Source: an optimization exercise on an open RTL-to-GDS flow (aim: small area). Production flows keep margins and buffers that such runs may drop.
In this exercise RTL edits were held to simulation tests only and were not proved equivalent to the original.
No driver is modelled on the clock port, so clocking that relies on it looks cheaper here than on a real chip.
Power and IR drop assume default switching activity.

exp/tundra:
Design davis_240, start of the top module:
module davis_240(
input wire clk,
input wire rst,
input wire[8:0]AER_bus,
input wire REQ,
input wire SEL,
input wire ts_load,
input wire [31:0]ts_value,
output wire ACK,
output wire [31:0]data_out,
output reg [31:0]data_out_time
    );
export LEC_CHECK = 0
export CAP_MARGIN = 0
export CORE_MARGIN = 2
export CORE_UTILIZATION = 70
export SLEW_MARGIN = 0
export SYNTH_HIERARCHICAL = 1
export SYNTH_MINIMUM_KEEP_SIZE = 0
create_clock -name core_clock -period 5.0 [get_ports {clk}]
standard.sh (not shown) runs the stock make flow with config.mk's settings and CLKGATE_MAP_FILE= SYNTH_SCRIPT=/design/flow/synth_recipe.tcl, a recipe that flattens the netlist after the stock synthesis.
==> flow/flow/run.sh <==
#!/bin/bash
# Own layout flow: the standard ORFS flow, with
#  - port buffers of the smallest buffer cell (buf_1) instead of the default choice,
#  - one tie cell for all constant outputs,
#  - a clock tree without dummy loads whose buffers are then shrunk while the
#    register clock-pin slew stays low (flow/clk_shrink.tcl).
set -euo pipefail
here=$(pwd)
export CLK_SLEW_LIMIT=0.110
bash standard.sh \
  "BUFFER_PORTS_ARGS=-buffer_cell sky130_fd_sc_hd__buf_1" \
  "SKIP_REPAIR_TIE_FANOUT=1" \
  "POST_CTS_TCL=$here/flow/clk_shrink.tcl" \
  "CTS_ARGS=-sink_clustering_enable -repair_clock_nets -dont_use_dummy_load -buf_list sky130_fd_sc_hd__clkbuf_8 -root_buf sky130_fd_sc_hd__clkbuf_8" \
  finish > flow_make.log 2>&1
==> flow/flow/clk_shrink.tcl <==
# Shrink clock buffers (to smaller clock buffers or buf_6) while the worst register clock-pin slew stays under a limit.
proc my_worst_clk_slew {} {
  set worst 0
  foreach pin [get_pins -hierarchical */CLK] {
    set s [get_property $pin slew_max]
    if {$s > $worst} { set worst $s }
  }
  return $worst
}
set limit [expr {[info exists ::env(CLK_SLEW_LIMIT)] ? $::env(CLK_SLEW_LIMIT) : 0.100}]
estimate_parasitics -placement
puts "clock slew before shrink: [my_worst_clk_slew]"
set bufs {}
foreach inst [[ord::get_db_block] getInsts] {
  if {[string match "sky130_fd_sc_hd__clkbuf_*" [[$inst getMaster] getName]]} { lappend bufs [$inst getName] }
}
# leaves first, the root last
foreach pass {1 2} {
foreach name $bufs {
  set inst [get_cells $name]
  set orig [get_property [get_lib_cells -of_objects $inst] name]
  foreach cell {sky130_fd_sc_hd__clkbuf_1 sky130_fd_sc_hd__clkbuf_2 sky130_fd_sc_hd__clkbuf_4 sky130_fd_sc_hd__buf_6 sky130_fd_sc_hd__clkbuf_8} {
    if {$cell eq $orig} break
    replace_cell $inst $cell
    estimate_parasitics -placement
    if {[my_worst_clk_slew] <= $limit} {
      puts "clock buffer $name: $orig -> $cell"
      break
    }
    replace_cell $inst $orig
    estimate_parasitics -placement
  }
}
}
puts "clock slew after shrink: [my_worst_clk_slew]"
Changes in exp/xenon relative to exp/tundra:
-- flow/flow/run.sh --
<<< exp/tundra, line 4
#  - one tie cell for all constant outputs,
#  - a clock tree without dummy loads whose buffers are then shrunk while the
>>> exp/xenon, line 4
#  - one tie cell for all constant outputs,
#  - logic gates set back to drive strength 1 before placement (flow/downsize.tcl),
#  - a clock tree without dummy loads whose buffers are then shrunk while the
<<< exp/tundra, line 12
  "SKIP_REPAIR_TIE_FANOUT=1" \
  "POST_CTS_TCL=$here/flow/clk_shrink.tcl" \
>>> exp/xenon, line 13
  "SKIP_REPAIR_TIE_FANOUT=1" \
  "PRE_GLOBAL_PLACE_TCL=$here/flow/downsize.tcl" \
  "POST_CTS_TCL=$here/flow/clk_shrink.tcl" \
==> flow/flow/downsize.tcl (new file) <==
# Before global placement: put every logic gate synthesis sized up back to its
# drive-strength-1 variant; the flow's repair_design then sizes or buffers only
# where slew or capacitance needs it.
foreach inst [[ord::get_db_block] getInsts] {
  set m [[$inst getMaster] getName]
  if {![regexp {^(sky130_fd_sc_hd__[a-z0-9]+)_([0-9]+)$} $m -> base drive]} continue
  if {$drive <= 1} continue
  if {[regexp {__(df|edf|sdf|dl|clk|buf|tap|fill|decap|conb)} $base]} continue
  set small ${base}_1
  if {[[ord::get_db] findMaster $small] eq "NULL"} continue
  replace_cell [get_cells [$inst getName]] $small
  puts "downsize [$inst getName]: $m -> $small"
}
--- outcome ---
exp/xenon | stages: all done | timing, DRC, antenna: all pass. exp/xenon against exp/tundra; wire length of the first global-routing pass is up by a few percent. exp/xenon vs. exp/tundra: clock tree cell share of total cell area decreased by 0.19 points relative to the old numbers, die area closely matched the old numbers.
Input-level comparison between exp/delta and exp/xenon:
==> flow/flow/run.sh <==
#!/bin/bash
# Own layout flow: the standard ORFS flow, with
#  - port buffers of the smallest buffer cell (buf_1) instead of the default choice,
#  - one tie cell for all constant outputs,
#  - a clock tree without dummy loads whose buffers are then shrunk while the
#    register clock-pin slew stays low (flow/clk_shrink.tcl).
set -euo pipefail
here=$(pwd)
export CLK_SLEW_LIMIT=0.118
bash standard.sh \
  "BUFFER_PORTS_ARGS=-buffer_cell sky130_fd_sc_hd__buf_1" \
  "SKIP_REPAIR_TIE_FANOUT=1" \
  "POST_CTS_TCL=$here/flow/clk_shrink.tcl" \
  "CTS_ARGS=-sink_clustering_enable -repair_clock_nets -dont_use_dummy_load -buf_list sky130_fd_sc_hd__clkbuf_8 -root_buf sky130_fd_sc_hd__clkbuf_8" \
  finish > flow_make.log 2>&1
removed: flow/flow/downsize.tcl
Findings:
Of exp/xenon and exp/delta, the higher non-clock buffer count belongs to exp/delta. The final reports for exp/delta and exp/xenon show leakage component of the power higher in the former. [compare] base=exp/xenon new=exp/delta: worst slack on hold paths went up by 0.061 ns, count of fill cells added during filler insertion higher, top fanout value on the critical path flat. [compare] base=exp/xenon new=exp/delta: total global-route track usage saw a decrease; met2 layer usage reported by global route saw a decrease; final-layout clock-cell area share saw little to no change; setup slack saw an increase; worst-skew pair later-pin latency saw little to no change.
diff inputs: exp/delta => exp/cedar
-- flow/flow/run.sh --
<<< exp/delta, line 8
here=$(pwd)
export CLK_SLEW_LIMIT=0.118
bash standard.sh \
>>> exp/cedar, line 8
here=$(pwd)
bash standard.sh \
-- flow/flow/clk_shrink.tcl --
<<< exp/delta, line 1
# Shrink clock buffers (to smaller clock buffers or buf_6) while the worst register clock-pin slew stays under a limit.
proc my_worst_clk_slew {} {
>>> exp/cedar, line 1
# Shrink clock buffers while the worst register clock-pin slew stays under a limit.
proc my_worst_clk_slew {} {
<<< exp/delta, line 21
  set orig [get_property [get_lib_cells -of_objects $inst] name]
  foreach cell {sky130_fd_sc_hd__clkbuf_1 sky130_fd_sc_hd__clkbuf_2 sky130_fd_sc_hd__clkbuf_4 sky130_fd_sc_hd__buf_6 sky130_fd_sc_hd__clkbuf_8} {
    if {$cell eq $orig} break
>>> exp/cedar, line 21
  set orig [get_property [get_lib_cells -of_objects $inst] name]
  foreach size {1 2 4 8} {
    set cell sky130_fd_sc_hd__clkbuf_$size
    if {$cell eq $orig} break
--- outcome ---
The run with more setup slack is exp/cedar; exp/delta has less.
In the flow results for exp/delta and exp/cedar, the part of the total power dissipated in sequential elements is larger on exp/delta.
Between exp/delta and exp/cedar, the sequential group power figures differ only marginally.
Between exp/cedar and exp/delta, the via count figures differ only marginally.
Summary of the comparison: minimum clock period after layout is lower in exp/cedar, relative to exp/delta.
Per the comparison of exp/cedar with exp/delta, share of power burned in the clock network has increased, sequential share of layout area has decreased.

-- afterwards: timing with drivers on the ports --
Ports are ideal in the flow. The routed layouts listed here were re-timed in OpenROAD.
Step 1 (the two cells are an assumption about what drives the block):
set clk [get_ports {clk}]
set_driving_cell -lib_cell sky130_fd_sc_hd__clkbuf_16 $clk
set_driving_cell -lib_cell sky130_fd_sc_hd__buf_2 [delete_from_list [all_inputs] $clk]
Step 2, shift: input delay + t, output delay - t, t = (earliest + latest rising clock arrival at the registers) / 2. This alone moves slack from input paths to output paths.
Slacks: ideal ports / drivers / drivers and shift; pairs: ideal ports / drivers.
run	shift t [ns]	slack for setup (ns)	hold WS [ns]	worst slew at a driven data input, ns
exp/tundra	0.828	0.378 / 0.378 / 0.378	0.372 / 0.366 / 0.431	0.05
exp/xenon	0.535	0.190 / 0.190 / 0.190	0.378 / 0.378 / 0.378	0.05
exp/delta	0.537	0.333 / 0.333 / 0.333	0.439 / 0.439 / 0.439	0.05
exp/cedar	0.544	0.385 / 0.385 / 0.385	0.428 / 0.428 / 0.428	0.04
After both steps setup and hold are still met in every run listed.
